From an optimization exercise on the open Yosys and OpenROAD flow, aimed at small area; shortcuts taken in it are not production practice.
Where RTL was checked, it was by simulation tests only, not by an equivalence proof against the original.
For runs 2 and 6, only the layout was checked, not whether the RTL still works.
Power and IR drop assume default switching activity.

--- flow/design.v ---
module control(clk,rst_n,seq_rdy,data_ack,currentState,inputBit,frame_end,phase7);
	input clk,rst_n;
	input seq_rdy;
	output data_ack;
	output reg [1:0] currentState;
	output inputBit;
	output frame_end;
	output phase7;
	reg [2:0] phase;
	reg first;
	assign inputBit  = ~phase[0];
	assign data_ack  = (phase == 3'd1);
	assign frame_end = (phase == 3'd0) & ~first;
	assign phase7    = (phase == 3'd7);
	always@(posedge clk or negedge rst_n)begin
		if(!rst_n)begin
			currentState <= 2'b11;
		end else if(seq_rdy && inputBit)begin
			currentState <= currentState + 2'd1;
		end
	end
	always@(posedge clk or negedge rst_n)begin
		if(!rst_n)begin
			phase <= 3'd0;
			first <= 1'b1;
		end else begin
			phase <= phase + 3'd1;
			first <= 1'b0;
		end
	end
endmodule
module BMU(currentState,inputBit,rec_code,hamming_dist);
input [1:0] rec_code;
input [1:0] currentState;
input inputBit;
output [2:0] hamming_dist;
wire [1:0] expec_code;
wire [1:0] Cn;
assign expec_code[1] = inputBit ^ currentState[0];
assign expec_code[0] = inputBit ^ currentState[0] ^ currentState[1];
assign Cn = rec_code ^ expec_code;
assign hamming_dist = {1'b0, Cn[1] & Cn[0], Cn[1] ^ Cn[0]};
endmodule
module PMU (
    input clk,
    input rst_n,
    input [2:0] hamming_dist,
    input [1:0] currentState,
    input inputBit,
    input frame_end,
    input phase7,
	output [15:0] decoded_msg
	);
reg [1:0] path_metrics [0:3];
reg [1:0] new_metrics [0:3];
wire [2:0] candidate_metric;
wire [1:0] nextState;
wire [51:0] survf;
wire [12:0] surv0 = survf[12:0], surv1 = survf[25:13], surv2 = survf[38:26], surv3 = survf[51:39];
reg [12:0] surv_rd;
reg [1:0] ptr [0:3];
reg [12:1] pend;
reg [3:0] bit_count;
reg [1:0] min_value;
reg [1:0] final_state;
reg [3:0] valid_count;
reg [12:0] dmsg;
wire clear;
reg pend_zero;
wire masked;
wire better;
wire [11:0] src;
integer i;
function [12:0] smask;
	input [1:0] k;
	begin
		smask = {11'h7ff, k[0], k[1]};
	end
endfunction
assign decoded_msg = {3'b000, dmsg};
assign nextState = {inputBit, currentState[1]};
assign candidate_metric = {1'b0, path_metrics[currentState]} + hamming_dist;
assign better = candidate_metric < {1'b0, new_metrics[nextState]};
assign clear = (bit_count == 4'd15);
assign masked = (bit_count == 4'd0);
wire [1:0] rd_sel = frame_end ? currentState : final_state;
always @(*) begin
	case (rd_sel)
		2'd0: surv_rd = surv0;
		2'd1: surv_rd = surv1;
		2'd2: surv_rd = surv2;
		default: surv_rd = surv3;
	endcase
end
assign src = surv_rd[11:0];
always @(posedge clk or negedge rst_n) begin
	if (!rst_n) begin
		path_metrics[0] <= 2'd0;
		path_metrics[1] <= 2'd3;
		path_metrics[2] <= 2'd3;
		path_metrics[3] <= 2'd3;
	end else if (frame_end) begin
		for (i = 0; i < 4; i = i + 1)
			path_metrics[i] <= new_metrics[i];
	end
end
always @(posedge clk or negedge rst_n) begin
	if (!rst_n) begin
		for (i = 0; i < 4; i = i + 1)
			new_metrics[i] <= 2'd3;
	end else if (frame_end && valid_count < 12) begin
		for (i = 0; i < 4; i = i + 1)
			new_metrics[i] <= 2'd3;
	end else if (better) begin
		new_metrics[nextState] <= candidate_metric[1:0];
	end
end
wire [3:0] hold, sel_a, sel_b, sel_p;
genvar g;
generate
	for (g = 0; g < 4; g = g + 1) begin : res
		reg [12:0] q;
		wire mk = masked & (g >= 2);
		assign hold[g]  = ~frame_end | (ptr[g] == 2'd0);
		assign sel_a[g] = frame_end & (ptr[g] == 2'd1) & ~mk;
		assign sel_b[g] = frame_end & (ptr[g] == 2'd2) & ~mk;
		assign sel_p[g] = frame_end & (ptr[g] == 2'd3) & (g >= 2) & ~pend_zero;
		wire [12:0] sa = survf[(g % 2) * 26 +: 13];
		wire [12:0] sb = survf[(g % 2) * 26 + 13 +: 13];
		wire [12:0] nxt = ( ({13{hold[g]}} & q)
		                  | ({13{sel_a[g]}} & {sa[11:0], 1'b1})
		                  | ({13{sel_b[g]}} & {sb[11:0], 1'b1})
		                  | ({13{sel_p[g]}} & {pend, 1'b1})
		                  | {12'd0, ~hold[g] & (g >= 2)} ) & smask(g);
		always @(posedge clk or negedge rst_n) begin
			if (!rst_n)
				q <= 13'd0;
			else
				q <= nxt;
		end
		assign survf[g * 13 +: 13] = q;
	end
endgenerate
always @(posedge clk or negedge rst_n) begin
	if (!rst_n) begin
		for (i = 0; i < 4; i = i + 1)
			ptr[i] <= 2'd0;
	end else begin
		if (frame_end) begin
			for (i = 0; i < 4; i = i + 1)
				ptr[i] <= 2'd0;
		end
		if (better) begin
			if (frame_end)
				ptr[nextState] <= 2'd3;
			else if (masked && !nextState[1])
				ptr[nextState] <= 2'd3;
			else
				ptr[nextState] <= currentState[0] ? 2'd2 : 2'd1;
		end
	end
end
always @(posedge clk or negedge rst_n) begin
	if (!rst_n) begin
		pend <= 12'd0;
		pend_zero <= 1'b0;
	end else if (frame_end && better) begin
		pend <= src;
		pend_zero <= masked;
	end
end
always @(posedge clk or negedge rst_n) begin
	if (!rst_n) begin
		bit_count <= 4'd0;
	end else if (clear) begin
		bit_count <= 4'd0;
	end else if (frame_end) begin
		bit_count <= bit_count + 4'd1;
	end
end
always @(posedge clk or negedge rst_n) begin
	if (!rst_n) begin
		dmsg <= 13'd0;
	end else if (clear) begin
		dmsg <= surv_rd;
	end
end
always @(posedge clk or negedge rst_n) begin
	if (!rst_n) begin
		min_value <= 2'b0;
		final_state <= 2'b0;
	end else begin
		min_value <= new_metrics[0];
		if (new_metrics[1] < min_value) begin
			min_value <= new_metrics[1];
			final_state <= 2'd1;
		end else if (new_metrics[2] < min_value) begin
			min_value <= new_metrics[2];
			final_state <= 2'd2;
		end else if (new_metrics[3] < min_value) begin
			min_value <= new_metrics[3];
			final_state <= 2'd3;
		end
	end
end
always @(posedge clk or negedge rst_n) begin
	if (!rst_n) begin
		valid_count <= 4'd0;
	end else if (phase7) begin
		valid_count <= valid_count + 4'd1;
	end
end
endmodule
module Top(clk,rst_n,rx,seq_rdy,data_ack,decoded_msg);
input clk,rst_n;
input [1:0]rx;
input seq_rdy;
output wire data_ack;
output wire [15:0] decoded_msg;
wire [1:0] currentState;
wire inputBit;
wire frame_end;
wire phase7;
wire [2:0] hamming_dist;
control c1(
	.clk(clk),
	.rst_n(rst_n),
	.seq_rdy(seq_rdy),
	.data_ack(data_ack),
	.currentState(currentState),
	.inputBit(inputBit),
	.frame_end(frame_end),
	.phase7(phase7)
);
BMU b1(
	.rec_code(rx),
	.hamming_dist(hamming_dist),
	.currentState(currentState),
	.inputBit(inputBit)
);
PMU p1(
	.clk(clk),
	.rst_n(rst_n),
	.hamming_dist(hamming_dist),
	.currentState(currentState),
	.inputBit(inputBit),
	.frame_end(frame_end),
	.phase7(phase7),
	.decoded_msg(decoded_msg)
);
endmodule
--- flow/run.sh ---
#!/bin/bash
# synth_recipe.tcl (not shown) runs the flow's synth.tcl, then flattens the netlist and writes it again
# the make line also repeats each setting of config.mk as NAME=value (left out here)
make -C /OpenROAD-flow-scripts/flow DESIGN_CONFIG=/design/flow/config.mk WORK_HOME=/design/flow/orfs CLKGATE_MAP_FILE= SYNTH_SCRIPT=/design/flow/synth_recipe.tcl finish
--- flow/config.mk ---
export PLATFORM = sky130hd
export DESIGN_NAME = Top
export DESIGN_NICKNAME = Top
export VERILOG_FILES = /design/flow/design.v
export SDC_FILE = /design/flow/constraint.sdc
export NUM_CORES = 4
export LEC_CHECK = 0
export CAP_MARGIN = 20
export CORE_MARGIN = 2
export CORE_UTILIZATION = 40
export SLEW_MARGIN = 20
--- flow/constraint.sdc ---
create_clock -name core_clock -period 5.0 [get_ports {clk}]
set_input_delay 1.0000 -clock core_clock [delete_from_list [all_inputs] [get_ports {clk}]]
set_output_delay 1.0000 -clock core_clock [all_outputs]
set_load 0.01 [all_outputs]
==> results.toml, run 1 <==
[synthesis]
syn_area_um2 = 5760
synth.yosys.seq_area_share_pct = 50.8
yosys.area_share.simple_pct = 13.3
synth_top_family_by_area = "compound AO/OA/AOI/OAI gates"
synth-seq-cells = 116
synth-edff-count = 0
synth_cell_types = 46
synthArstFlopShare_pct = 100
synth_compound_area_share_pct = 17.7
yosys.area_share.adder_pct = 4.04
synthCells = 556
syn_avg_cell_area_um2 = 10.4
synth_mux_area_share_pct = 9.11
yosys.area_share.xor_xnor_pct = 1.37
synth_flop_cell = "dfrtp_1"
ys_warn_count = 5

[sta]
rsz0062_at_grt = "no"
finalSetupViolations = 0
layout_min_cycle_time_ns = 3.82
slew_headroom_pct = 23.1
holdWs_ns = 0.462
tns_ns = 0
clock_skew_ns = 0.00759
finalCritPeriodShare_pct = 76.4
report.final.slew_viol_count = 0
max_freq_ghz = 0.262
hold_viol = 0
max_slew.worst_pin.slew_ns = 1.15

[clocking]
clock-sinks = 116
clock_path_buffers = 2
insertion_delay_ns = 0.43
cts.clk_slew.worst_paths_ns = 0.05
h-tree-depth = 4
cts_hold_repair.buffers = 0
cts_buffers = 17
root_buffer = "clkbuf_16"
ctsResizeCount = 0
cts_tree = "yes"
post-cts-setup-buffers = 0

[power_and_ir_drop]
p_per_area_nw_per_um2 = 575
vdd_drop_max_mv = 0.575
power.leakage_nw = 2.90

[routing]
vias_per_cell = 5.86
ant_nets = 0
drc = 0
via_count = 4503
post_drt_wl_per_cell_um = 19.4
drt_iter0_drc = 535
finalWirelength_um = 14900
first_pass_iters = 5

[hold_path]
hold_class = "register to register"

[die]
dieArea_um2 = 15400
die_h_um = 124
chipWidth_um = 124
initial_core_util_pct = 41.1
core_area_um2 = 14000
boundaryPins = 22
rows = 43

[worst_setup_path]
cp_max_fo = 14
critPathKind = "input pin to register"
path_cells = "clkdlybuf4s50_1, xor2_1, xnor2_1, ha_1, ha_1, fa_1, ha_1, inv_1, o311ai_2, buf_4, mux2_2"
arrival_ns = 4.13
critPathBufInv = 3
cp-end-kind = "register"
cp-start-kind = "input pin"
cp_top_family = "adder cells"
critPathMostFrequentCell = "ha_1"
cp_slowest_cell = "fa_1"
required_ns = 5.31
critPathMaxStageDelay_ns = 0.53

[cells_and_area]
syn_to_final_growth_pct = 15.0
diodes = 0
nFillCells = 1281
drive_gt1_share_pct = 15.0
finalNonFillerCells = 768
layout_common_cells = "nand2_1, dfrtp_1, a22oi_1, o21ai_0, mux2_2"
final_common_cell = "nand2_1"
multiInputGateArea_um2 = 2640
ff_latch_area_um2 = 2920
nets = 598

[place]
placedCellCount = 736
finalWeightedCongestion = 0.826
port_buffers = 18
dp_hpwl_um = 9180

[grt]
grt-ovfl-total = 0
antenna_found_initial = 0
first_global_vias = 4359
grt_pass1_wl_um = 23900
track_usage_pct = 21.0
grt_max_degree = 65

[job]
max_cap_violations = 0

[status]
status = "timing/DRC/antenna clean"
-- routing by layer --
layer  track usage, %  share of wire (%)  routed length (um)
met1             27.0                 44                6510
met2             33.8                 48                7160
met3             4.49                5.6                 840
met4             10.1                2.6                 387
met5                0                  0                   0
-- registers in the layout (all words and copies together) (netlist names), 2 cells and up --
signal and cells:
p1.valid_count 4, p1.min_value 2, c1.currentState 2, p1.res.q 48, c1.phase 3, p1.ptr 8, p1.final_state 2, p1.new_metrics 8
p1.dmsg 13, p1.pend 12, p1.bit_count 4, p1.path_metrics 8
-- worst paths after layout --
check | from | endpoint | slack (ns) | cells past startpoint
min in group asynchronous | rst_n | p1.dmsg[8]$_DFFE_PN0P_ | 0.69 | 1
max in group asynchronous | rst_n | p1.path_metrics[3][0]$_DFFE_PN1P_ | 3.31 | 2
setup reg to reg | c1.currentState[0]$_DFFE_PN1P_ | p1.pend[12]$_DFFE_PN0P_ | 1.26 | 11
hold reg to reg | p1.path_metrics[1][0]$_DFFE_PN1P_ | p1.path_metrics[1][0]$_DFFE_PN1P_ | 0.46 | 2
hold / removal | p1.path_metrics[1][0]$_DFFE_PN1P_ | p1.path_metrics[1][0]$_DFFE_PN1P_ | 0.46 | 2
setup / recovery | rx[0] | p1.pend[12]$_DFFE_PN0P_ | 1.18 | 11
-- through the flow --
| stage | setup WS, ns | total power [W] | util, % | cell area, um2 |
|---|---|---|---|---|
| 2_1_floorplan | 1.25 | 0.00235 | - | 5770 |
| 3_3_place_gp | 0.822 | 0.00264 | 43.5 | 6090 |
| 3_5_place_dp | 0.735 | 0.00270 | 43.5 | 6090 |
| 4_1_cts | 1.18 | 0.00381 | 47.3 | 6620 |
| 5_1_grt | 0.997 | 0.00405 | 47.3 | 6620 |
| 6_report | 1.18 | 0.00380 | 47.3 | 6620 |
-- logic make-up (layout without fill, tap and decap cells) --
family | Yosys count | count (layout)
xor gates and xnor gates | 9 | 9
and+or+nand+nor | 176 | 176
AOI/OAI and AO/OA | 146 | 146
buffers and inverters | 44 | 73
DFF | 116 | 116
other | 1 | 4
adders and majority gates | 18 | 18
muxes | 46 | 46
-- final cells by class --
class | instances | area share (%)
Multi-Input combinational cell | 399 | 39.9
Inverter | 14 | 0.794
Clock buffer | 27 | 7.60
Clock inverter | 5 | 0.378
Tap cell | 180 | 3.40
Sequential cell | 116 | 44.2
Timing Repair Buffer | 27 | 3.71
-- synth_stat cells, drive strengths merged, types with 16 or more instances --
master / n / area share, %
mux2: 28 / 5.5
o21ai: 42 / 3.7
dfstp: 17 / 7.8
mux2i: 17 / 3.2
a21oi: 17 / 1.5
nor2: 19 / 1.2
dfrtp: 99 / 43
nand2: 110 / 7.2
ha: 17 / 3.7
a22oi: 48 / 6.3
buf: 16 / 1.8
-- power by group --
| group | switching [W] | total [W] | internal [W] |
|---|---|---|---|
| Sequential | 0.000212 | 0.00140 | 0.00118 |
| Combinational | 0.000781 | 0.00131 | 0.000529 |
| Clock | 0.000418 | 0.00110 | 0.000680 |
| Total | 0.00141 | 0.00380 | 0.00239 |
-- tightest hold or removal path: cells and delay by family (launching register included) --
kind,cells,cell delay [ns]
flops,1,0.36
simple gates,2,0.10
==> run 2: changes to the inputs <==
--- a/flow/design.v
+++ b/flow/design.v
@@ -53,4 +53,14 @@
 	);
-reg [1:0] path_metrics [0:3];
-reg [1:0] new_metrics [0:3];
+reg [1:0] pm_n [0:3];
+reg [1:0] nm_n [0:3];
+wire [1:0] path_metrics [0:3];
+wire [1:0] new_metrics [0:3];
+assign path_metrics[0] = ~pm_n[0];
+assign path_metrics[1] = ~pm_n[1];
+assign path_metrics[2] = ~pm_n[2];
+assign path_metrics[3] = ~pm_n[3];
+assign new_metrics[0] = ~nm_n[0];
+assign new_metrics[1] = ~nm_n[1];
+assign new_metrics[2] = ~nm_n[2];
+assign new_metrics[3] = ~nm_n[3];
 wire [2:0] candidate_metric;
@@ -97,20 +107,20 @@
 	if (!rst_n) begin
-		path_metrics[0] <= 2'd0;
-		path_metrics[1] <= 2'd3;
-		path_metrics[2] <= 2'd3;
-		path_metrics[3] <= 2'd3;
+		pm_n[0] <= 2'd3;
+		pm_n[1] <= 2'd0;
+		pm_n[2] <= 2'd0;
+		pm_n[3] <= 2'd0;
 	end else if (frame_end) begin
 		for (i = 0; i < 4; i = i + 1)
-			path_metrics[i] <= new_metrics[i];
-	end
-end
-always @(posedge clk or negedge rst_n) begin
-	if (!rst_n) begin
-		for (i = 0; i < 4; i = i + 1)
-			new_metrics[i] <= 2'd3;
+			pm_n[i] <= nm_n[i];
+	end
+end
+always @(posedge clk or negedge rst_n) begin
+	if (!rst_n) begin
+		for (i = 0; i < 4; i = i + 1)
+			nm_n[i] <= 2'd0;
 	end else if (frame_end && valid_count < 12) begin
 		for (i = 0; i < 4; i = i + 1)
-			new_metrics[i] <= 2'd3;
+			nm_n[i] <= 2'd0;
 	end else if (better) begin
-		new_metrics[nextState] <= candidate_metric[1:0];
+		nm_n[nextState] <= ~candidate_metric[1:0];
 	end
==> flow/flow/run.sh (new file) <==
#!/bin/bash
# The standard ORFS layout (the standard.sh, with its unchanged synthesis),
# except that:
#  - the clock tree is built from small clock buffers, without dummy
#    balancing loads;
#  - every input and output port gets the smallest buffer (buf_1).
# ORFS writes each tool's log under orfs/logs; make's own output goes to
# flow_make.log.
set -euo pipefail
bash standard.sh \
  "CTS_ARGS=-sink_clustering_enable -repair_clock_nets -dont_use_dummy_load -buf_list {sky130_fd_sc_hd__clkbuf_4 sky130_fd_sc_hd__clkbuf_2}" \
  "BUFFER_PORTS_ARGS=-buffer_cell sky130_fd_sc_hd__buf_1" \
  finish > flow_make.log 2>&1
==> flow/standard.sh (new file) <==
#!/bin/bash
# synth_recipe.tcl (not shown) runs the flow's synth.tcl, then flattens the netlist and writes it again
# the make line also repeats each setting of config.mk as NAME=value (left out here)
make -C /OpenROAD-flow-scripts/flow DESIGN_CONFIG=/design/flow/config.mk WORK_HOME=/design/flow/orfs CLKGATE_MAP_FILE= SYNTH_SCRIPT=/design/flow/synth_recipe.tcl "${@:-finish}"
--- a/flow/config.mk
+++ b/flow/config.mk
@@ -9,3 +9,3 @@
 export CORE_MARGIN = 2
-export CORE_UTILIZATION = 40
+export CORE_UTILIZATION = 60
 export SLEW_MARGIN = 20
removed: flow/run.sh
==> run 2 against run 1 <==
  * Sequential power about the same
  * Critical path depth up 1
  * Still clean on timing, DRC and antenna
  * Critical path type is now register to register
  * Largest power group unchanged
  * Total power decreased by 18%
  * Non-clock buffer count decreased by 1
  * Die area down 33%
  * Flip-flop and latch count unchanged
  * Wire length down 8.5%
  * Utilization grew 18 points
  * Via count fell by 1.9%
==> results.toml, run 2 <==
[status]
status = "timing/DRC/antenna clean"

[grt]
grt_pass1_wl_um = 22300
track_usage_pct = 28.7
antenna_found_initial = 0
grt-ovfl-total = 0
first_global_vias = 4278
grt_max_degree = 66

[clocking]
post-cts-setup-buffers = 0
cts_tree = "yes"
h-tree-depth = 4
cts.clk_slew.worst_paths_ns = 0.07
root_buffer = "clkbuf_4"
cts_buffers = 17
clock_path_buffers = 2
ctsResizeCount = 0
clock-sinks = 116
cts_hold_repair.buffers = 0
insertion_delay_ns = 0.51

[die]
rows = 35
core_area_um2 = 9240
initial_core_util_pct = 62.0
die_h_um = 102
dieArea_um2 = 10300
chipWidth_um = 102
boundaryPins = 22

[worst_setup_path]
cp_max_fo = 13
critPathKind = "register to register"
cp-start-kind = "register"
rr_endpoint = "p1.pend[7]$_DFFE_PN0P_"
r2r-start = "c1.currentState[1]$_DFFE_PN1P_"
arrival_ns = 4.26
required_ns = 5.36
ff2ff_setup_slack_ns = 1.10
cp-end-kind = "register"
r2r_cells = 12

[cells_and_area]
layout_common_cells = "dfrtp_1, nand2_1, a22oi_1, o21ai_0, nor2_1"
reg.largest.list = "p1.res.q: 48 flops, p1.dmsg: 13 flops, p1.pend: 12 flops"
regMostFlops = "p1.res.q"
drive_gt1_share_pct = 10.5
diodes = 0
largest_reg_flops = 48
syn_to_final_growth_pct = 5.05
final_common_cell = "dfrtp_1"
nets = 607

[place]
finalWeightedCongestion = 0.875
port_buffers = 18
dp_hpwl_um = 8840

[hold_path]
hold_depth = 2
hold_end = "p1.pm_n[0][1]$_DFFE_PN1P_"
hold_start = "p1.pm_n[0][1]$_DFFE_PN1P_"
hold_class = "register to register"

[power_and_ir_drop]
vdd_drop_max_mv = 0.664
power.leakage_nw = 2.68
report.power.total_w = 0.00310
p_per_area_nw_per_um2 = 516

[synthesis]
synth.yosys.seq_area_share_pct = 50.8
synthArstFlopShare_pct = 100
yosysTopAreaCellShare_pct = 48.5
synth_cell_types = 46
syn_area_um2 = 5730
synth_flop_cell = "dfrtp_1"
synth-edff-count = 0
synth-seq-cells = 116
synth_common_cells = "dfrtp_1, nand2_1, a22oi_1"
synthCells = 569
post-synth-top-count-cell = "dfrtp_1"
synth.largest_area_cell = "dfrtp_1"
ys_warn_count = 5
syn_avg_cell_area_um2 = 10.1
synthTopCellsByArea = "dfrtp_1, nand2_1, a22oi_1"

[routing]
post_drt_wl_per_cell_um = 19.2
first_pass_iters = 5
drc = 0
via_count = 4418
ant_nets = 0
drt_iter0_drc = 366
vias_per_cell = 6.21
finalWirelength_um = 13600

[sta]
tns_ns = 0
finalSetupViolations = 0
clock_skew_ns = 0.0316
layout_min_cycle_time_ns = 3.90
rsz0062_at_grt = "no"
finalCritPeriodShare_pct = 78.0
report.final.slew_viol_count = 0
hold_viol = 0
max_freq_ghz = 0.256
slew_headroom_pct = 15.0
max_slew.worst_pin.slew_ns = 1.27

[job]
max_cap_violations = 0
[run 2: changes by cell type in the layout (fill, tap and decap cells not counted), moves of 12 or more]
cell             delta
clkbuf_4           +18
dfrtp_1            +12
clkdlybuf4s50_1    -17
dfstp_2            -12
buf_1              +17
clkbuf_16          -17
[run 2: cells by family after synthesis]
logic type	after synthesis	synth area share (%)
xor+xnor	9	1.38
fa+ha+maj	18	4.06
flops	116	50.8
compound gates	156	18.1
buf+inv	51	3.91
simple gates	175	13.2
mux	43	8.46
other cells	1	0.0655
[run 2: cell type report]
class                   instances  area [um2]
clock buffers                  17         128
fillers                       760        3230
inverters                      18        67.6
multi-input cells             405        2620
flip-flops and latches        116        2910
well taps                     129         161
repair buffers                 26         131
[run 2: power breakdown]
| group | total [W] | internal, W | switching (W) |
|---|---|---|---|
| sequential | 0.00137 | 0.00115 | 0.000218 |
| combinational | 0.00129 | 0.000506 | 0.000785 |
| clock | 0.000443 | 0.000155 | 0.000288 |
[run 2: worst max-delay path by stage]
| stage | from | endpoint | slack (ns) |
|---|---|---|---|
| final | c1.currentState[1]$_DFFE_PN1P_ | p1.pend[7]$_DFFE_PN0P_ | 1.10 |
| after global routing | c1.currentState[1]$_DFFE_PN1P_ | p1.pend[7]$_DFFE_PN0P_ | 0.82 |
| after CTS | c1.currentState[1]$_DFFE_PN1P_ | p1.pend[7]$_DFFE_PN0P_ | 1.11 |
| after detailed placement | rx[0] | p1.pend[11]$_DFFE_PN0P_ | 0.86 |
| after global placement | rx[0] | p1.pend[7]$_DFFE_PN0P_ | 0.99 |
| after floorplan | rx[0] | p1.nm_n[0][1]$_DFFE_PN0P_ | 1.49 |
[run 2: per-stage QoR]
stage               hold slack [ns]  util (%)  instances  worst slack, ns  instance area (um2)
floorplan                     0.439         -        572             1.49                 5740
global placement              0.452      63.7        694            0.986                 5880
detailed placement            0.459      63.7        694            0.864                 5880
CTS                           0.471      65.0        711             1.11                 6010
global route                  0.494      65.1        711            0.823                 6010
finish                        0.471      65.1        711             1.10                 6010
[run 2: per-layer routing]
layer  up-vias  wire length [um]  track usage, %
met2       158              6690            46.2
met4         0               382            11.9
li1       2049                 -               -
met3        33               808            5.45
met5         -                 0               0
met1      2178              5750            38.3
[run 2: worst max-delay path, cell delays in order (launching register included)]
cell,delay [ns]
dfstp_2,0.66
inv_1,0.15
ha_1,0.20
inv_1,0.07
o22ai_1,0.08
a211oi_1,0.23
a21oi_1,0.08
ha_1,0.19
fa_1,0.50
ha_1,0.22
nor2_1,0.25
nand3_1,0.62
mux2_1,0.53
==> run 3: changes to the inputs <==
--- a/flow/design.v
+++ b/flow/design.v
@@ -6,9 +6,7 @@
 	output inputBit;
-	output frame_end;
+	output reg frame_end;
 	output phase7;
 	reg [2:0] phase;
-	reg first;
 	assign inputBit  = ~phase[0];
 	assign data_ack  = (phase == 3'd1);
-	assign frame_end = (phase == 3'd0) & ~first;
 	assign phase7    = (phase == 3'd7);
@@ -24,6 +22,6 @@
 			phase <= 3'd0;
-			first <= 1'b1;
+			frame_end <= 1'b0;
 		end else begin
 			phase <= phase + 3'd1;
-			first <= 1'b0;
+			frame_end <= phase7;
 		end
--- a/flow/config.mk
+++ b/flow/config.mk
@@ -9,3 +9,3 @@
 export CORE_MARGIN = 2
-export CORE_UTILIZATION = 60
+export CORE_UTILIZATION = 40
 export SLEW_MARGIN = 20
==> run 3 against run 2 <==
  * Still clean on timing, DRC and antenna
  * Worst hold slack lost 0.012 ns
  * Fmax is 4.7% lower
  * Synthesized area shrank 2.0%
  * Total power down 17%
  * Largest power group unchanged
  * Highest routed layer unchanged
==> results.toml, run 3 <==
[sta]
finalSetupViolations = 0
max_freq_ghz = 0.244
max_slew.worst_pin.slew_ns = 1.20
finalCritPeriodShare_pct = 81.8
slew_headroom_pct = 19.6
report.final.slew_viol_count = 0
hold_viol = 0
rsz0062_at_grt = "no"
clock_skew_ns = 0.0391
layout_min_cycle_time_ns = 4.09
tns_ns = 0

[worst_setup_path]
cp-start-kind = "register"
critPathKind = "register to register"
arrival_ns = 4.48
required_ns = 5.39
cp-end-kind = "register"
cp_max_fo = 13

[cells_and_area]
regMostFlops = "p1.res.q"
largest_reg_flops = 48
diodes = 0
layout_common_cells = "dfrtp_1, nand2_1, o21ai_0, mux2_2, a222oi_1"
syn_to_final_growth_pct = 7.36
reg.largest.list = "p1.res.q: 48 flops, p1.dmsg: 13 flops, p1.pend: 12 flops"
final_core_util_pct = 43.7
drive_gt1_share_pct = 18.1
nets = 542
nFillCells = 1328
final_common_cell = "dfrtp_1"
ff_latch_area_um2 = 2910
multiInputGateArea_um2 = 2530

[synthesis]
synth-edff-count = 0
yosysTopAreaCellShare_pct = 49.9
ys_warn_count = 5
synthCells = 497
synth.largest_area_cell = "dfrtp_1"
synth_flop_cell = "dfrtp_1"
synth_cell_types = 48
synthArstFlopShare_pct = 100
synthTopCellsByArea = "dfrtp_1, mux2_2, nand2_1"
synth.yosys.seq_area_share_pct = 51.8
syn_area_um2 = 5610
synth_common_cells = "dfrtp_1, nand2_1, o21ai_0"
synth-seq-cells = 116
syn_avg_cell_area_um2 = 11.3
post-synth-top-count-cell = "dfrtp_1"

[routing]
vias_per_cell = 5.83
via_count = 4067
finalWirelength_um = 13400
ant_nets = 0
drc = 0
post_drt_wl_per_cell_um = 19.2
first_pass_iters = 6
drt_iter0_drc = 496

[clocking]
cts.clk_slew.worst_paths_ns = 0.10
cts_hold_repair.buffers = 0
cts_buffers = 17
h-tree-depth = 4
post-cts-setup-buffers = 0
insertion_delay_ns = 0.52
cts_tree = "yes"
clock-sinks = 116
root_buffer = "clkbuf_4"
ctsResizeCount = 0
clock_path_buffers = 2

[place]
finalWeightedCongestion = 0.860
port_buffers = 18
dp_hpwl_um = 8560

[hold_path]
hold_class = "input pin to asynchronous set/reset pin"

[power_and_ir_drop]
p_per_area_nw_per_um2 = 429
vdd_drop_max_mv = 0.416
power.leakage_nw = 2.68

[die]
rows = 43
dieArea_um2 = 15000
chipWidth_um = 122
core_area_um2 = 13800
initial_core_util_pct = 40.7
die_h_um = 122
boundaryPins = 22

[grt]
track_usage_pct = 19.6
first_global_vias = 4183
grt_pass1_wl_um = 22200
grt_use_met2_pct = 31.1
grt.busiest_layer = "met2"
grt-ovfl-total = 0
antenna_found_initial = 0
grt_max_degree = 53
met1_usage_pct = 26.1
met3_usage_pct = 4.32

[status]
status = "timing/DRC/antenna clean"

[job]
max_cap_violations = 0
[run 3: layout make-up]
type                       instances  share of cell area (%)
sequential                       116                    48.3
tap                              180                    3.74
multi-input combinational        335                    42.0
clock buffer                      17                    2.12
timing repair buffer              30                    2.68
inverter                          20                    1.25
[run 3: final timing paths]
kind,start,endpoint,slack (ns),depth (start not counted)
setup / recovery,c1.currentState[1]$_DFFE_PN1P_,p1.pend[3]$_DFFE_PN0P_,0.91,14
hold / removal,rst_n,p1.pend[11]$_DFFE_PN0P_,0.46,1
setup reg to reg,c1.currentState[1]$_DFFE_PN1P_,p1.pend[3]$_DFFE_PN0P_,0.91,14
hold reg to reg,p1.dmsg[0]$_DFFE_PN0P_,p1.dmsg[0]$_DFFE_PN0P_,0.48,2
max in group asynchronous,rst_n,p1.min_value[0]$_DFF_PN0_,3.47,2
min in group core_clock,p1.dmsg[0]$_DFFE_PN0P_,p1.dmsg[0]$_DFFE_PN0P_,0.48,2
[run 3: kinds of logic (layout without fill, tap and decap cells)]
group,after synthesis,in the layout,share of synthesized area [%]
adder cells (fa/ha/maj),17,17,3.92
flip-flops,116,116,51.8
AND/OR/NAND/NOR,134,134,10.8
multiplexers,52,52,13.0
other,1,3,0.0668
XOR/XNOR,9,9,1.40
AO/OA/AOI/OAI,120,120,15.3
buffers and inverters,48,67,3.72
[run 3: routing by layer]
layer | part of all wire (%) | up-vias
li1 | - | 1848
met1 | 43 | 2046
met2 | 48 | 156
met3 | 7.3 | 17
met4 | 1.4 | 0
met5 | 0 | -
[run 3: per-stage QoR]
stage | hold WS [ns] | instances | worst slack (ns) | total power, W | instance area, um2
2_1_floorplan | 0.445 | 499 | 1.08 | 0.00192 | 5620
3_3_place_gp | 0.462 | 681 | 0.868 | 0.00211 | 5890
3_5_place_dp | 0.464 | 681 | 0.761 | 0.00214 | 5890
4_1_cts | 0.430 | 698 | 0.933 | 0.00260 | 6020
5_1_grt | 0.438 | 698 | 0.641 | 0.00278 | 6020
6_report | 0.459 | 698 | 0.909 | 0.00258 | 6020
[run 3: worst max-delay path, cell delays in order (launching register included)]
cell and delay [ns]:
dfstp_2 0.72, inv_1 0.13, ha_1 0.20, inv_1 0.07, o22ai_1 0.10, a211oi_1 0.27, a21oi_1 0.07, ha_1 0.20
fa_1 0.51, ha_1 0.44, a211oi_1 0.41, nand2_1 0.11, a21oi_2 0.12, buf_4 0.25, mux2_2 0.36
[run 3: power by group]
part	switching (W)	internal, W	leakage (nW)	total (W)
clock	0.000297	0.000155	0.0782	0.000452
combinational	0.000541	0.000387	1.07	0.000929
sequential	0.000123	0.00108	1.54	0.00120
==> run 4: changes to the inputs <==
--- a/flow/flow/run.sh
+++ b/flow/flow/run.sh
@@ -10,3 +10,3 @@
 bash standard.sh \
-  "CTS_ARGS=-sink_clustering_enable -repair_clock_nets -dont_use_dummy_load -buf_list {sky130_fd_sc_hd__clkbuf_4 sky130_fd_sc_hd__clkbuf_2}" \
+  "CTS_ARGS=-sink_clustering_enable -repair_clock_nets -dont_use_dummy_load -sink_clustering_size 20 -sink_clustering_max_diameter 80 -buf_list {sky130_fd_sc_hd__clkbuf_4 sky130_fd_sc_hd__clkbuf_2}" \
   "BUFFER_PORTS_ARGS=-buffer_cell sky130_fd_sc_hd__buf_1" \
--- a/flow/config.mk
+++ b/flow/config.mk
@@ -9,3 +9,3 @@
 export CORE_MARGIN = 2
-export CORE_UTILIZATION = 40
+export CORE_UTILIZATION = 60
 export SLEW_MARGIN = 20
==> run 4 against run 3 <==
  * Fmax increased by 0.64%
  * Clock power shrank 0.9%
  * Critical path depth unchanged
  * Flip-flop and latch count unchanged
  * Combinational power barely moved
  * Utilization grew 21 points
  * Still clean
  * Sequential power about the same
  * Cell count down 9.9%
  * Die area shrank 32%
  * Critical path type unchanged
  * Final area shrank 1.4%
  * Critical endpoint is now p1.pend[11]$_DFFE_PN0P_
  * Clock skew decreased by 0.0082 ns
  * Synthesized cell count did not move
  * Highest routed layer unchanged
==> results.toml, run 4 <==
[status]
status = "timing/DRC/antenna clean"

[sta]
tns_ns = 0
max_slew.worst_pin.slew_ns = 1.23
holdWs_ns = 0.483
finalCritPeriodShare_pct = 81.3
hold_viol = 0
layout_min_cycle_time_ns = 4.06
clock_skew_ns = 0.0309
finalSetupViolations = 0
setup_slack_ns = 0.935
max_freq_ghz = 0.246
report.final.slew_viol_count = 0
slew_headroom_pct = 17.8
rsz0062_at_grt = "no"

[clocking]
cts_buffers = 17
h-tree-depth = 4
cts_tree = "yes"
cts_hold_repair.buffers = 0
root_buffer = "clkbuf_4"
clock-sinks = 116
ctsResizeCount = 0
insertion_delay_ns = 0.50
post-cts-setup-buffers = 0
cts.clk_slew.worst_paths_ns = 0.08
clock_path_buffers = 2

[worst_setup_path]
critPathBufInv = 3
r2r-start = "c1.currentState[1]$_DFFE_PN1P_"
cp_max_fo = 13
cp-end-kind = "register"
critPathMaxStageDelay_ns = 0.70
critPathKind = "register to register"
ff2ff_setup_slack_ns = 0.94
rr_endpoint = "p1.pend[11]$_DFFE_PN0P_"
cp-start-kind = "register"
critPathMostFrequentCell = "ha_1"
arrival_ns = 4.43
crit_start = "c1.currentState[1]$_DFFE_PN1P_"
cp_slowest_cell = "dfstp_2"
worstSetupPathDepth = 14
r2r_cells = 14
cp_top_family = "adder cells"
endpoint = "p1.pend[11]$_DFFE_PN0P_"
path_cells = "inv_1, ha_1, inv_1, o22ai_1, a211oi_1, a21oi_1, ha_1, fa_1, ha_1, a211oi_1, nand2_1, a21oi_2, buf_4, mux2_2"
required_ns = 5.37

[synthesis]
yosysTopAreaCellShare_pct = 49.9
synthTopCellsByArea = "dfrtp_1, mux2_2, nand2_1"
synth.yosys.seq_area_share_pct = 51.8
synth-edff-count = 0
synth_cell_types = 48
synth-seq-cells = 116
ys_warn_count = 5
syn_area_um2 = 5610
synth_flop_cell = "dfrtp_1"
synthCells = 497
synthArstFlopShare_pct = 100
syn_avg_cell_area_um2 = 11.3
post-synth-top-count-cell = "dfrtp_1"
synth.largest_area_cell = "dfrtp_1"
synth_common_cells = "dfrtp_1, nand2_1, o21ai_0"

[routing]
post_drt_wl_per_cell_um = 20.8
drc = 0
first_pass_iters = 8
ant_nets = 0
vias_per_cell = 6.47
drt_iter0_drc = 369
finalWirelength_um = 13100
via_count = 4070

[die]
dieArea_um2 = 10100
core_area_um2 = 9150
initial_core_util_pct = 61.3
boundaryPins = 22
rows = 35
chipWidth_um = 101
die_h_um = 101

[grt]
first_global_vias = 4149
grt-ovfl-total = 0
antenna_found_initial = 0
grt_pass1_wl_um = 21500
grt_use_met2_pct = 44.5
grt.busiest_layer = "met2"
met3_usage_pct = 6.10
grt_max_degree = 58
track_usage_pct = 28.0
met1_usage_pct = 35.9

[place]
dp_hpwl_um = 8410
port_buffers = 18
placedCellCount = 612
dpl_worst_slack_ns = 0.739
finalWeightedCongestion = 0.800

[cells_and_area]
reg.largest.list = "p1.res.q: 48 flops, p1.dmsg: 13 flops, p1.pend: 12 flops"
largest_reg_flops = 48
nets = 542
drive_gt1_share_pct = 18.1
final_core_util_pct = 64.9
layout_common_cells = "dfrtp_1, nand2_1, o21ai_0, mux2_2, a222oi_1"
syn_to_final_growth_pct = 5.84
finalNonFillerCells = 629
diodes = 0
regMostFlops = "p1.res.q"
final_common_cell = "dfrtp_1"

[hold_path]
hold_class = "register to register"

[power_and_ir_drop]
power.leakage_nw = 2.68
p_per_area_nw_per_um2 = 435
vdd_drop_max_mv = 0.470

[job]
max_cap_violations = 0
run 4: cell counts after synthesis:
No cell type changed its count.
run 4: power by group:
| part | leakage, nW | total (W) | switching [W] | internal, W |
|---|---|---|---|---|
| registers | 1.54 | 0.00120 | 0.000126 | 0.00108 |
| clock network | 0.0782 | 0.000448 | 0.000293 | 0.000155 |
| logic | 1.07 | 0.000932 | 0.000543 | 0.000389 |
| total | 2.68 | 0.00258 | 0.000962 | 0.00162 |
run 4: area by class of cell:
cell class | count | area [um2]
fillers | 754 | 3210
repair buffers | 30 | 161
well taps | 111 | 139
multi-input cells | 335 | 2530
clock buffers | 17 | 128
flip-flops and latches | 116 | 2910
inverters | 20 | 75.1
run 4: worst register-to-register path, delay by kind of cell, from the launching register on:
kind            cells  cell delay (ns)
compound gates      5             0.93
fa+ha+maj           4             1.36
buf+inv             3             0.45
flops               1             0.70
mux                 1             0.37
simple gates        1             0.12
run 4: through the flow:
step	instance area (um2)	total power (W)
finish	5940	0.00258
global route	5940	0.00277
CTS	5930	0.00259
detailed placement	5800	0.00215
global placement	5800	0.00210
floorplan	5620	0.00192
run 4: worst min-delay path by stage:
stage                                        from                             to  slack [ns]  cells after the start
global placement    p1.valid_count[3]$_DFFE_PN0P_  p1.valid_count[3]$_DFFE_PN0P_        0.46                      1
global route        p1.valid_count[3]$_DFFE_PN0P_  p1.valid_count[3]$_DFFE_PN0P_        0.52                      1
detailed placement  p1.valid_count[3]$_DFFE_PN0P_  p1.valid_count[3]$_DFFE_PN0P_        0.47                      1
floorplan               p1.res[0].q[12]$_DFF_PN0_      p1.res[0].q[12]$_DFF_PN0_        0.44                      2
CTS                 p1.valid_count[3]$_DFFE_PN0P_  p1.valid_count[3]$_DFFE_PN0P_        0.49                      1
finish              p1.valid_count[3]$_DFFE_PN0P_  p1.valid_count[3]$_DFFE_PN0P_        0.48                      1
run 4: per-layer routing:
layer	vias up	part of all wire (%)
li1	1869	-
met1	1979	41
met2	179	48
met3	43	6.6
met4	0	3.9
met5	-	0
run 4: kinds of logic (layout without fill, tap and decap cells):
kind of cell	after synthesis	count (layout)	share of synthesized area, %
fa+ha+maj	17	17	3.92
compound gates	120	120	15.3
mux	52	52	13.0
simple gates	134	134	10.8
buf+inv	48	67	3.72
other cells	1	3	0.0668
flops	116	116	51.8
xor+xnor	9	9	1.40
==> run 5: changes to the inputs <==
==> flow/flow/run.sh (replaced) <==
#!/bin/bash
# The standard ORFS layout (the standard.sh, with its unchanged synthesis),
# except that:
#  - the clock tree is built from clkbuf_8 clock buffers in clusters of up to 30 registers, without dummy
#    balancing loads;
#  - every input and output port gets the smallest buffer (buf_1);
#  - after global routing, power recovery downsizes cells on paths with
#    slack, and flow/post_grt.tcl then repairs slew and capacitance again.
# ORFS writes each tool's log under orfs/logs; make's own output goes to
# flow_make.log.
set -euo pipefail
bash standard.sh \
  "CTS_ARGS=-sink_clustering_enable -repair_clock_nets -dont_use_dummy_load -sink_clustering_size 30 -sink_clustering_max_diameter 100 -buf_list {sky130_fd_sc_hd__clkbuf_8}" \
  "BUFFER_PORTS_ARGS=-buffer_cell sky130_fd_sc_hd__buf_1" \
  RECOVER_POWER=100 \
  "POST_GLOBAL_ROUTE_TCL=$(pwd)/flow/post_grt.tcl" \
  finish > flow_make.log 2>&1
==> flow/flow/post_grt.tcl (new file) <==
# Runs after global routing and power recovery (which downsizes cells on paths
# with slack): repair max slew and capacitance again, since power recovery
# does not keep them, then re-legalise, re-route the changed nets and rewrite
# the route guides for the detailed router.
log_cmd global_route -start_incremental
repair_design_helper
log_cmd detailed_placement
log_cmd global_route -end_incremental
log_cmd estimate_parasitics -global_routing
write_guides $::env(RESULTS_DIR)/route.guide
==> run 5 against run 4 <==
  * Critical path depth did not move
  * Combinational power fell by 0.6%
  * Clock power rose by 37%
  * Synthesized area did not move
  * Sequential power barely moved
  * Utilization rose by 1.0 points
  * Total power rose by 6.2%
  * Count of clock-buffer cells in the layout did not move
  * Cell count rose by 0.32%
  * Critical endpoint unchanged
==> results.toml, run 5 <==
[clocking]
clock-sinks = 116
post-cts-setup-buffers = 0
cts_hold_repair.buffers = 0
cts_buffers = 17
cts.clk_slew.worst_paths_ns = 0.06
cts_tree = "yes"
h-tree-depth = 4
clock_path_buffers = 2
root_buffer = "clkbuf_8"
ctsResizeCount = 0
insertion_delay_ns = 0.44

[grt]
grt-ovfl-total = 0
antenna_found_initial = 0
grt_max_degree = 58
track_usage_pct = 28.5
grt_pass1_wl_um = 21600
first_global_vias = 4142

[synthesis]
synthArstFlopShare_pct = 100
synthCells = 497
syn_area_um2 = 5610
synth-seq-cells = 116
synthTopCellsByArea = "dfrtp_1, mux2_2, nand2_1"
synth_flop_cell = "dfrtp_1"
post-synth-top-count-cell = "dfrtp_1"
synth_common_cells = "dfrtp_1, nand2_1, o21ai_0"
synth_cell_types = 48
synth-edff-count = 0
synth.largest_area_cell = "dfrtp_1"
ys_warn_count = 5
synth.yosys.seq_area_share_pct = 51.8
syn_avg_cell_area_um2 = 11.3
yosysTopAreaCellShare_pct = 49.9

[routing]
first_pass_iters = 6
drc = 0
finalWirelength_um = 13200
drt_iter0_drc = 323
post_drt_wl_per_cell_um = 21.0
vias_per_cell = 6.45
via_count = 4072
ant_nets = 0

[worst_setup_path]
cp-start-kind = "register"
cp-end-kind = "register"
r2r-start = "c1.currentState[1]$_DFFE_PN1P_"
arrival_ns = 4.56
ff2ff_setup_slack_ns = 0.74
cp_max_fo = 13
critPathKind = "register to register"
required_ns = 5.30
rr_endpoint = "p1.pend[11]$_DFFE_PN0P_"
r2r_cells = 14

[die]
dieArea_um2 = 10100
core_area_um2 = 9150
die_h_um = 101
chipWidth_um = 101
rows = 35
boundaryPins = 22
initial_core_util_pct = 61.3

[place]
finalWeightedCongestion = 0.800
port_buffers = 18
dpl_worst_slack_ns = 0.739
dp_hpwl_um = 8410

[sta]
hold_viol = 0
slew_headroom_pct = 25.8
finalSetupViolations = 0
max_slew.worst_pin.slew_ns = 1.11
setup_slack_ns = 0.743
tns_ns = 0
layout_min_cycle_time_ns = 4.26
clock_skew_ns = 0.0221
report.final.slew_viol_count = 0
finalCritPeriodShare_pct = 85.1
max_freq_ghz = 0.235

[hold_path]
hold_start = "p1.valid_count[3]$_DFFE_PN0P_"
hold_end = "p1.valid_count[3]$_DFFE_PN0P_"
hold_class = "register to register"
hold_depth = 1

[cells_and_area]
largest_reg_flops = 48
final_common_cell = "dfrtp_1"
nets = 544
regMostFlops = "p1.res.q"
drive_gt1_share_pct = 17.5
diodes = 0
syn_to_final_growth_pct = 7.47
layout_common_cells = "dfrtp_1, nand2_1, o21ai_0, mux2_2, a222oi_1"
reg.largest.list = "p1.res.q: 48 flops, p1.dmsg: 13 flops, p1.pend: 12 flops"

[status]
status = "timing/DRC/antenna clean"

[power_and_ir_drop]
p_per_area_nw_per_um2 = 455
vdd_drop_max_mv = 0.527
power.leakage_nw = 2.72

[job]
max_cap_violations = 0
==> run 5: cell types whose count changed in the layout (fill, tap and decap cells not counted) <==
cell      change
dfstp_2       -1
clkbuf_4     -17
clkbuf_1      +2
clkbuf_8     +17
and2_0        +1
dfstp_1       +1
clkbuf_2      +4
nor4b_1       +2
and2_1        -1
buf_4         -4
nor4b_2       -2
==> run 5: worst max path at each step <==
| stage | startpoint | end | slack, ns | cells past startpoint |
|---|---|---|---|---|
| finish | c1.currentState[1]$_DFFE_PN1P_ | p1.pend[11]$_DFFE_PN0P_ | 0.74 | 14 |
| CTS | c1.currentState[1]$_DFFE_PN1P_ | p1.pend[11]$_DFFE_PN0P_ | 0.96 | 14 |
| detailed placement | rx[0] | p1.pend[11]$_DFFE_PN0P_ | 0.74 | 12 |
| global placement | rx[0] | p1.pend[6]$_DFFE_PN0P_ | 0.91 | 12 |
| floorplan | rx[0] | p1.pend[10]$_DFFE_PN0P_ | 1.08 | 11 |
==> run 5: cell families (layout without fill, tap and decap cells) <==
| family | Yosys count | after routing | share of synthesized area (%) |
|---|---|---|---|
| AND/OR/NAND/NOR | 134 | 134 | 10.8 |
| AO/OA/AOI/OAI | 120 | 120 | 15.3 |
| flip-flops | 116 | 116 | 51.8 |
| multiplexers | 52 | 52 | 13.0 |
| buffers and inverters | 48 | 69 | 3.72 |
| adder cells (fa/ha/maj) | 17 | 17 | 3.92 |
| XOR/XNOR | 9 | 9 | 1.40 |
| other | 1 | 3 | 0.0668 |
==> run 5: per-layer routing <==
layer / vias up / global-route usage (%) / wire (um)
met5: - / 0 / 0
met4: 0 / 17.1 / 574
met3: 47 / 7.56 / 805
met2: 157 / 44.7 / 6400
met1: 2004 / 35.5 / 5450
li1: 1864 / - / -
==> run 5: where the power goes <==
part,leakage (nW),internal (W),switching [W]
clock,0.122,0.000297,0.000317
combinational,1.07,0.000386,0.000540
sequential,1.54,0.00108,0.000125
==> run 5: area by class of cell <==
| class | instances | area (um2) |
|---|---|---|
| fill | 760 | 3120 |
| sequential | 116 | 2910 |
| multi-input combinational | 335 | 2520 |
| tap | 111 | 139 |
| timing repair buffer | 32 | 159 |
| clock buffer | 17 | 234 |
| inverter | 20 | 75.1 |
==> run 5: worst max-delay path, cell delays in order (launching register included) <==
cell,delay (ns)
dfstp_1,0.82
inv_1,0.16
ha_1,0.21
inv_1,0.07
o22ai_1,0.09
a211oi_1,0.21
a21oi_1,0.07
ha_1,0.19
fa_1,0.53
ha_1,0.45
a211oi_1,0.43
nand2_1,0.12
a21oi_2,0.14
buf_4,0.25
mux2_2,0.37
==> run 5: through the flow <==
step                      util (%)  power (W)  instances  hold WS [ns]  instance area (um2)
after global placement        63.4    0.00210        612         0.461                 5800
after detailed placement      63.4    0.00215        612         0.474                 5800
after CTS                     66.0    0.00276        629         0.483                 6040
final                         65.9    0.00274        631         0.479                 6030
after floorplan                  -    0.00192        499         0.445                 5620
==> run 6: changes to the inputs <==
--- a/flow/design.v
+++ b/flow/design.v
@@ -170,7 +170,4 @@
 end
-always @(posedge clk or negedge rst_n) begin
-	if (!rst_n) begin
-		pend <= 12'd0;
-		pend_zero <= 1'b0;
-	end else if (frame_end && better) begin
+always @(posedge clk) begin
+	if (frame_end && better) begin
 		pend <= src;
--- a/flow/flow/run.sh
+++ b/flow/flow/run.sh
@@ -3,3 +3,3 @@
 # except that:
-#  - the clock tree is built from clkbuf_8 clock buffers in clusters of up to 30 registers, without dummy
+#  - the clock tree is built from small clock buffers, without dummy
 #    balancing loads;
@@ -12,3 +12,3 @@
 bash standard.sh \
-  "CTS_ARGS=-sink_clustering_enable -repair_clock_nets -dont_use_dummy_load -sink_clustering_size 30 -sink_clustering_max_diameter 100 -buf_list {sky130_fd_sc_hd__clkbuf_8}" \
+  "CTS_ARGS=-sink_clustering_enable -repair_clock_nets -dont_use_dummy_load -buf_list {sky130_fd_sc_hd__clkbuf_4 sky130_fd_sc_hd__clkbuf_2}" \
   "BUFFER_PORTS_ARGS=-buffer_cell sky130_fd_sc_hd__buf_1" \
==> run 6 against run 5 <==
  * Critical path type unchanged
  * Clock skew increased by 0.0082 ns
  * Via count increased by 2.2%
  * Total power increased by 19%
==> results.toml, run 6 <==
[worst_setup_path]
path_cells = "inv_1, ha_1, inv_1, o22ai_1, a211oi_1, a21oi_1, ha_1, fa_1, ha_1, a211o_1, a2111oi_4, mux2i_1, nor2_2"
cp-start-kind = "register"
cp_slowest_cell = "dfstp_1"
cp_max_fo = 11
critPathMostFrequentCell = "ha_1"
cp_top_family = "adder cells"
critPathBufInv = 2
arrival_ns = 4.65
required_ns = 5.36
critPathKind = "register to register"
cp-end-kind = "register"
critPathMaxStageDelay_ns = 0.83

[sta]
finalSetupViolations = 0
finalCritPeriodShare_pct = 85.8
layout_min_cycle_time_ns = 4.29
holdWs_ns = 0.358
report.final.slew_viol_count = 0
hold_viol = 0
max_slew.worst_pin.slew_ns = 1.14
clock_skew_ns = 0.0302
slew_headroom_pct = 23.9
tns_ns = 0
max_freq_ghz = 0.233

[cells_and_area]
regMostFlops = "p1.res.q"
reg.largest.list = "p1.res.q: 48 flops, p1.dmsg: 13 flops, p1.pend: 12 flops"
largest_reg_flops = 48
final_core_util_pct = 66.2
syn_to_final_growth_pct = 6.23
final_common_cell = "dfrtp_1"
diodes = 0
nets = 563
drive_gt1_share_pct = 11.3
layout_common_cells = "dfrtp_1, nand2_1, o21ai_0, mux2i_1, a221o_1"

[place]
dp_hpwl_um = 8390
finalWeightedCongestion = 0.866
port_buffers = 18

[routing]
ant_nets = 0
via_count = 4163
vias_per_cell = 6.23
first_pass_iters = 5
post_drt_wl_per_cell_um = 19.9
drc = 0
finalWirelength_um = 13300
drt_iter0_drc = 355

[synthesis]
syn_area_um2 = 5790
ys_warn_count = 5
synth-edff-count = 13
synth_common_cells = "dfrtp_1, nand2_1, o21ai_0"
synth_flop_cell = "dfrtp_1"
yosysTopAreaCellShare_pct = 42.8
synthTopCellsByArea = "dfrtp_1, mux2i_1, edfxtp_1"
synthArstFlopShare_pct = 88.8
synth-seq-cells = 116
synth_cell_types = 56
synth.largest_area_cell = "dfrtp_1"
syn_avg_cell_area_um2 = 11.1
synthCells = 522
synth.yosys.seq_area_share_pct = 51.4
post-synth-top-count-cell = "dfrtp_1"

[die]
initial_core_util_pct = 62.3
die_h_um = 102
dieArea_um2 = 10400
rows = 35
boundaryPins = 22
core_area_um2 = 9280
chipWidth_um = 102

[grt]
first_global_vias = 4120
grt_pass1_wl_um = 21600
grt-ovfl-total = 0
track_usage_pct = 27.8
grt_max_degree = 75
antenna_found_initial = 0

[power_and_ir_drop]
p_clk_share_pct = 13.7
p_sw_share_pct = 39.5
p_per_area_nw_per_um2 = 530
combinationalPowerShare_pct = 40.6
p_switching_w = 0.00129
vdd_drop_max_mv = 0.292
p_int_w = 0.00197
power.leakage_nw = 2.61
seqPwrFrac_pct = 45.7

[clocking]
cts_buffers = 17
cts_hold_repair.buffers = 0
cts.clk_slew.worst_paths_ns = 0.08
clock-sinks = 116
root_buffer = "clkbuf_4"
clock_path_buffers = 2
h-tree-depth = 4
insertion_delay_ns = 0.52
cts_tree = "yes"
post-cts-setup-buffers = 0
ctsResizeCount = 0

[job]
max_cap_violations = 0

[status]
status = "timing/DRC/antenna clean"

[hold_path]
hold_class = "input pin to asynchronous set/reset pin"
==> run 6: changes by cell type in the layout (fill, tap and decap cells not counted), sizes merged, moves of 11 or more <==
cell	before	now
mux2	33	19
a222oi	23	0
dfrtp	112	99
mux2i	6	42
edfxtp	0	13
nand2	82	60
a221o	0	22
nand2b	2	17
o21ai	39	61
mux4	13	2
==> run 6: final timing paths <==
check / start / cells past startpoint / end / slack, ns
max: c1.currentState[1]$_DFFE_PN1P_ / 13 / p1.nm_n[3][1]$_DFFE_PN0P_ / 0.71
max reg2reg: c1.currentState[1]$_DFFE_PN1P_ / 13 / p1.nm_n[3][1]$_DFFE_PN0P_ / 0.71
max in group asynchronous: rst_n / 3 / p1.res[3].q[9]$_DFF_PN0_ / 3.99
min in group core_clock: p1.valid_count[3]$_DFFE_PN0P_ / 1 / p1.valid_count[3]$_DFFE_PN0P_ / 0.48
min reg2reg: p1.valid_count[3]$_DFFE_PN0P_ / 1 / p1.valid_count[3]$_DFFE_PN0P_ / 0.48
min: rst_n / 1 / c1.frame_end$_DFF_PN0_ / 0.36
==> run 6: cell type report <==
class	count	area, um2
repair buffers	29	195
flip-flops and latches	116	2970
fillers	741	3140
multi-input cells	357	2620
inverters	20	75.1
well taps	129	161
clock buffers	17	128
==> run 6: power groups by stage <==
stage          clock, W  combinational, W  sequential (W)
3_3_place_gp          0           0.00126         0.00149
4_1_cts        0.000457           0.00130         0.00148
3_5_place_dp          0           0.00129         0.00150
2_1_floorplan         0           0.00106         0.00141
6_report       0.000447           0.00133         0.00149
==> run 6: metrics by stage <==
stage	instances	cell area (um2)	setup WS [ns]	total power, W
floorplan	524	5800	0.427	0.00247
global placement	645	5930	0.949	0.00275
detailed placement	645	5940	0.844	0.00279
CTS	662	6070	0.959	0.00324
finish	668	6150	0.708	0.00326
==> run 6: kinds of logic after synthesis <==
family                   synth area share, %
flip-flops                              51.4
XOR/XNOR                                1.36
AND/OR/NAND/NOR                         10.3
adder cells (fa/ha/maj)                 3.80
other                                 0.0648
buffers and inverters                   4.00
multiplexers                            12.2
AO/OA/AOI/OAI                           16.9
==> run 6: per-layer routing <==
| metal | vias to the layer above | share of wire, % | GRT usage (%) |
|---|---|---|---|
| met5 | - | 0 | 0 |
| met4 | 0 | 0.67 | 7.79 |
| met1 | 2057 | 47 | 41.4 |
| met3 | 9 | 7.8 | 7.11 |
| li1 | 1933 | - | - |
| met2 | 164 | 44 | 40.8 |
==> run 7: changes to the inputs <==
--- a/flow/design.v
+++ b/flow/design.v
@@ -170,4 +170,7 @@
 end
-always @(posedge clk) begin
-	if (frame_end && better) begin
+always @(posedge clk or negedge rst_n) begin
+	if (!rst_n) begin
+		pend <= 12'd0;
+		pend_zero <= 1'b0;
+	end else if (frame_end && better) begin
 		pend <= src;
--- a/flow/config.mk
+++ b/flow/config.mk
@@ -10,2 +10,3 @@
 export CORE_UTILIZATION = 60
+export GPL_TIMING_DRIVEN = 0
 export SLEW_MARGIN = 20
==> run 7 against run 6 <==
  * Setup slack worse by 0.20 ns
  * Highest routed layer unchanged
  * Still clean on timing, DRC and antenna
  * Clock skew down 0.0029 ns
  * Total power down 20%
  * Combinational power down 27%
  * Die area down 2.9%
  * Worst hold slack better by 0.13 ns
  * Cell count down 2.8%
  * Critical path depth up 2
  * Sequential share of layout area up 0.17 points
  * Utilization down 0.74 points
  * Largest power group unchanged
==> results.toml, run 7 <==
[cells_and_area]
final_core_util_pct = 65.5
final_area_um2 = 5990
layout_common_cells = "dfrtp_1, nand2_1, o21ai_0, mux2_2, a222oi_1"
final_common_cell = "dfrtp_1"
largest_reg_flops = 48
nets = 562
drive_gt1_share_pct = 15.6
reg.largest.list = "p1.res.q: 48 flops, p1.dmsg: 13 flops, p1.pend: 12 flops"
syn_to_final_growth_pct = 6.80
diodes = 0
regMostFlops = "p1.res.q"

[status]
status = "timing/DRC/antenna clean"

[clocking]
cts.clk_slew.worst_paths_ns = 0.10
cts_hold_repair.buffers = 0
ctsResizeCount = 0
h-tree-depth = 4
cts_tree = "yes"
clock_path_buffers = 2
root_buffer = "clkbuf_4"
cts_buffers = 17
insertion_delay_ns = 0.51
clock-sinks = 116
post-cts-setup-buffers = 0

[worst_setup_path]
required_ns = 5.38
r2r_cells = 15
cp_max_fo = 10
crit_start = "c1.currentState[1]$_DFFE_PN1P_"
cp-start-kind = "register"
critPathBufInv = 4
ff2ff_setup_slack_ns = 0.51
cp_slowest_cell = "dfstp_2"
r2r-start = "c1.currentState[1]$_DFFE_PN1P_"
cp-end-kind = "register"
critPathMaxStageDelay_ns = 0.57
critPathKind = "register to register"
worstSetupPathDepth = 15
endpoint = "p1.pend[8]$_DFFE_PN0P_"
rr_endpoint = "p1.pend[8]$_DFFE_PN0P_"
arrival_ns = 4.87
path_cells = "buf_2, inv_1, ha_1, inv_1, o22ai_1, a211oi_1, a21oi_1, ha_1, fa_1, ha_1, a211oi_1, nand2_1, a21oi_1, buf_4, mux2_2"
cp_top_family = "adder cells"
critPathMostFrequentCell = "ha_1"

[power_and_ir_drop]
report.power.total_w = 0.00260
vdd_drop_max_mv = 0.585
power.leakage_nw = 2.70
p_per_area_nw_per_um2 = 433

[routing]
first_pass_iters = 9
drc = 0
post_drt_wl_per_cell_um = 21.0
via_count = 4239
finalWirelength_um = 13600
drt_iter0_drc = 426
vias_per_cell = 6.53
ant_nets = 0

[hold_path]
hold_start = "p1.valid_count[3]$_DFFE_PN0P_"
hold_depth = 1
hold_class = "register to register"

[synthesis]
syn_avg_cell_area_um2 = 11.3
synth-edff-count = 0
synth_flop_cell = "dfrtp_1"
ys_warn_count = 5
synthArstFlopShare_pct = 100
synthTopCellsByArea = "dfrtp_1, mux2_2, nand2_1"
syn_area_um2 = 5610
post-synth-top-count-cell = "dfrtp_1"
synth.largest_area_cell = "dfrtp_1"
synth_common_cells = "dfrtp_1, nand2_1, o21ai_0"
synth.yosys.seq_area_share_pct = 51.8
synthCells = 497
yosysTopAreaCellShare_pct = 49.9
synth_cell_types = 48
synth-seq-cells = 116

[sta]
finalCritPeriodShare_pct = 89.8
report.final.slew_viol_count = 0
tns_ns = 0
layout_min_cycle_time_ns = 4.49
max_slew.worst_pin.slew_ns = 0.843
finalSetupViolations = 0
slew_headroom_pct = 43.8
max_freq_ghz = 0.223
holdWs_ns = 0.486
clock_skew_ns = 0.0273
hold_viol = 0

[grt]
first_global_vias = 4347
grt_pass1_wl_um = 22300
track_usage_pct = 29.4
antenna_found_initial = 0
grt_max_degree = 35
grt-ovfl-total = 0

[place]
port_buffers = 18
placedInstanceArea_um2 = 5900
dp_hpwl_um = 9450
finalWeightedCongestion = 0.876

[die]
initial_core_util_pct = 61.3
die_h_um = 101
boundaryPins = 22
dieArea_um2 = 10100
core_area_um2 = 9150
chipWidth_um = 101
rows = 35

[job]
max_cap_violations = 0
[run 7: changes by cell type in the layout (fill, tap and decap cells not counted), moves of 19 or more]
cell      previous run  this run
a222oi_1             0        23
mux2i_1             40         6
a221o_1             22         0
nand2_1             60        82
o21ai_0             58        39
clkbuf_1             1        22
[run 7: worst reg2reg max path, cell delays in order (launching register included)]
cell and delay [ns]:
dfstp_2 0.57, buf_2 0.24, inv_1 0.14, ha_1 0.20
inv_1 0.07, o22ai_1 0.09, a211oi_1 0.23, a21oi_1 0.09
ha_1 0.22, fa_1 0.52, ha_1 0.46, a211oi_1 0.41
nand2_1 0.10, a21oi_1 0.38, buf_4 0.32, mux2_2 0.36
[run 7: through the flow]
stage	std cells	setup WS [ns]
finish	649	0.512
global placement	628	-2.01
CTS	648	0.656
floorplan	499	1.08
detailed placement	631	0.568
[run 7: how the worst min path moves through the flow]
stage	slack (ns)	endpoint
floorplan	0.44	p1.res[0].q[12]$_DFF_PN0_
global placement	0.46	p1.dmsg[0]$_DFFE_PN0P_
detailed placement	0.47	p1.dmsg[1]$_DFFE_PN0P_
CTS	0.49	p1.dmsg[1]$_DFFE_PN0P_
finish	0.49	p1.valid_count[3]$_DFFE_PN0P_
[run 7: cell type report]
cell class / count / area (um2)
Tap cell: 111 / 139
Inverter: 20 / 75.1
Timing Repair Buffer: 22 / 119
Fill cell: 750 / 3160
Buffer: 28 / 121
Multi-Input combinational cell: 335 / 2500
Sequential cell: 116 / 2910
Clock buffer: 17 / 128
[run 7: kinds of logic (layout without fill, tap and decap cells)]
group | after synthesis | in the layout | share of synthesized area (%)
XOR/XNOR | 9 | 9 | 1.40
AO/OA/AOI/OAI | 120 | 120 | 15.3
adder cells (fa/ha/maj) | 17 | 17 | 3.92
flip-flops | 116 | 116 | 51.8
buffers and inverters | 48 | 87 | 3.72
multiplexers | 52 | 52 | 13.0
other | 1 | 3 | 0.0668
AND/OR/NAND/NOR | 134 | 134 | 10.8
[run 7: layer usage]
layer	routed length [um]	up-vias	GRT usage (%)
met4	476	0	13.6
met3	966	40	6.66
met2	6790	201	48.8
li1	-	1901	-
met1	5390	2097	36.6
met5	0	-	0
[run 7: report_power, final]
group / internal (W) / total [W] / switching, W
clock network: 0.000155 / 0.000438 / 0.000283
logic: 0.000390 / 0.000968 / 0.000578
registers: 0.00108 / 0.00119 / 0.000112
==> run 8: changes to the inputs <==
--- a/flow/config.mk
+++ b/flow/config.mk
@@ -10,3 +10,2 @@
 export CORE_UTILIZATION = 60
-export GPL_TIMING_DRIVEN = 0
 export SLEW_MARGIN = 20
==> run 8 against run 7 <==
  * Critical path type unchanged
  * Combinational power fell by 5.0%
  * Largest cell class unchanged
  * Utilization decreased by 0.90 points
  * Setup slack improved by 0.26 ns
  * Worst hold slack got worse by 0.0056 ns
==> results.toml, run 8 <==
[status]
status = "timing/DRC/antenna clean"

[job]
max_cap_violations = 0

[grt]
track_usage_pct = 28.0
grt_pass1_wl_um = 21500
grt_max_degree = 58
antenna_found_initial = 0
first_global_vias = 4149
grt-ovfl-total = 0

[sta]
finalSetupViolations = 0
finalCritPeriodShare_pct = 84.6
clock_skew_ns = 0.0330
holdWs_ns = 0.480
max_freq_ghz = 0.236
hold_viol = 0
report.final.slew_viol_count = 0
max_slew.worst_pin.slew_ns = 1.19

[clocking]
ctsResizeCount = 0
cts_hold_repair.buffers = 0
cts_tree = "yes"
h-tree-depth = 4
clock-sinks = 116
clock_path_buffers = 2
insertion_delay_ns = 0.51

[place]
port_buffers = 18
finalWeightedCongestion = 0.800
dp_hpwl_um = 8410
placedInstanceArea_um2 = 5800
placedCellCount = 612

[worst_setup_path]
cp_max_fo = 13
ff2ff_setup_slack_ns = 0.77
r2r-start = "c1.currentState[1]$_DFFE_PN1P_"
required_ns = 5.37
cp-start-kind = "register"
r2r_cells = 14
rr_endpoint = "p1.pend[10]$_DFFE_PN0P_"
arrival_ns = 4.60

[synthesis]
yosys.area_share.adder_pct = 3.92
synthCells = 497
yosys.area_share.simple_pct = 10.8
synth_mux_area_share_pct = 13.0
ys_warn_count = 5
syn_avg_cell_area_um2 = 11.3
synth-seq-cells = 116
synth_top_family_by_area = "compound AO/OA/AOI/OAI gates"
synth.yosys.seq_area_share_pct = 51.8
post-synth-top-count-cell = "dfrtp_1"
synth_compound_area_share_pct = 15.3
synthTopCellsByArea = "dfrtp_1, mux2_2, nand2_1"
synth.largest_area_cell = "dfrtp_1"
synth_cell_types = 48
yosys.area_share.xor_xnor_pct = 1.40
synth-edff-count = 0

[die]
initial_core_util_pct = 61.3
core_area_um2 = 9150
rows = 35
die_h_um = 101

[cells_and_area]
drive_gt1_share_pct = 17.3
largest_reg_flops = 48
finalNonFillerCells = 630
syn_to_final_growth_pct = 5.33
diodes = 0

[power_and_ir_drop]
vdd_drop_max_mv = 0.477
p_per_area_nw_per_um2 = 435

[routing]
vias_per_cell = 6.46
drt_iter0_drc = 325
first_pass_iters = 7
ant_nets = 0
drc = 0

[hold_path]
hold_depth = 1
hold_end = "p1.valid_count[3]$_DFFE_PN0P_"
hold_class = "register to register"
-- run 8: cell count changes in the layout (fill, tap and decap cells not counted), sizes merged --
cell / change
inv: -1
clkbuf: -17
clkinv: +1
buf: -2
-- run 8: power by group --
group          switching, W  internal (W)  total, W
Sequential         0.000124       0.00108   0.00120
Combinational      0.000534      0.000385  0.000920
Clock              0.000292      0.000155  0.000447
Total              0.000950       0.00162   0.00257
-- run 8: how the worst max path moves through the flow --
| stage | depth (start not counted) | slack, ns | start | to |
|---|---|---|---|---|
| after detailed placement | 12 | 0.74 | rx[0] | p1.pend[11]$_DFFE_PN0P_ |
| after floorplan | 11 | 1.08 | rx[0] | p1.pend[10]$_DFFE_PN0P_ |
| final | 14 | 0.77 | c1.currentState[1]$_DFFE_PN1P_ | p1.pend[10]$_DFFE_PN0P_ |
| after CTS | 14 | 0.95 | c1.currentState[1]$_DFFE_PN1P_ | p1.pend[10]$_DFFE_PN0P_ |
| after global placement | 12 | 0.91 | rx[0] | p1.pend[6]$_DFFE_PN0P_ |
-- run 8: per-layer routing --
| layer | routed length (um) | up-vias | global-route usage (%) |
|---|---|---|---|
| met1 | 5450 | 1993 | 35.9 |
| met4 | 552 | 0 | 15.4 |
| li1 | - | 1868 | - |
| met2 | 6230 | 167 | 44.5 |
| met5 | 0 | - | 0 |
| met3 | 841 | 41 | 6.10 |
-- run 8: cells by family after synthesis --
| logic type | after synthesis |
|---|---|
| AND/OR/NAND/NOR | 134 |
| AO/OA/AOI/OAI | 120 |
| flip-flops | 116 |
| multiplexers | 52 |
| buffers and inverters | 48 |
| adder cells (fa/ha/maj) | 17 |
| XOR/XNOR | 9 |
| other | 1 |
-- run 8: area by class of cell --
| class | count | area [um2] |
|---|---|---|
| tap | 111 | 139 |
| clock buffer | 17 | 128 |
| timing repair buffer | 31 | 149 |
| sequential | 116 | 2910 |
| multi-input combinational | 335 | 2510 |
| inverter | 20 | 75.1 |
| fill | 765 | 3240 |
-- run 8: through the flow --
stage	total power, W	util, %	setup slack (ns)
after global placement	0.00210	63.4	0.906
final	0.00257	64.6	0.770
after CTS	0.00259	64.8	0.947
after detailed placement	0.00215	63.4	0.739
after floorplan	0.00192	-	1.08
-- run 8: critical path, stage by stage, from the launching register on --
cell and delay [ns]:
dfstp_2 0.70, inv_1 0.13, ha_1 0.19, inv_1 0.07, o22ai_1 0.09, a211oi_1 0.21, a21oi_1 0.08, ha_1 0.19
fa_1 0.53, ha_1 0.44, a211oi_1 0.43, nand2_1 0.10, a21oi_1 0.17, clkbuf_2 0.39, mux2_2 0.38

Check on run 8: ideal ports give 0.770 ns setup slack; a clkbuf_16 on the clock port and buf_2 on the inputs give 0.770 ns; moving port delays by the midpoint clock arrival (0.527 ns) as well gives 0.549 ns.
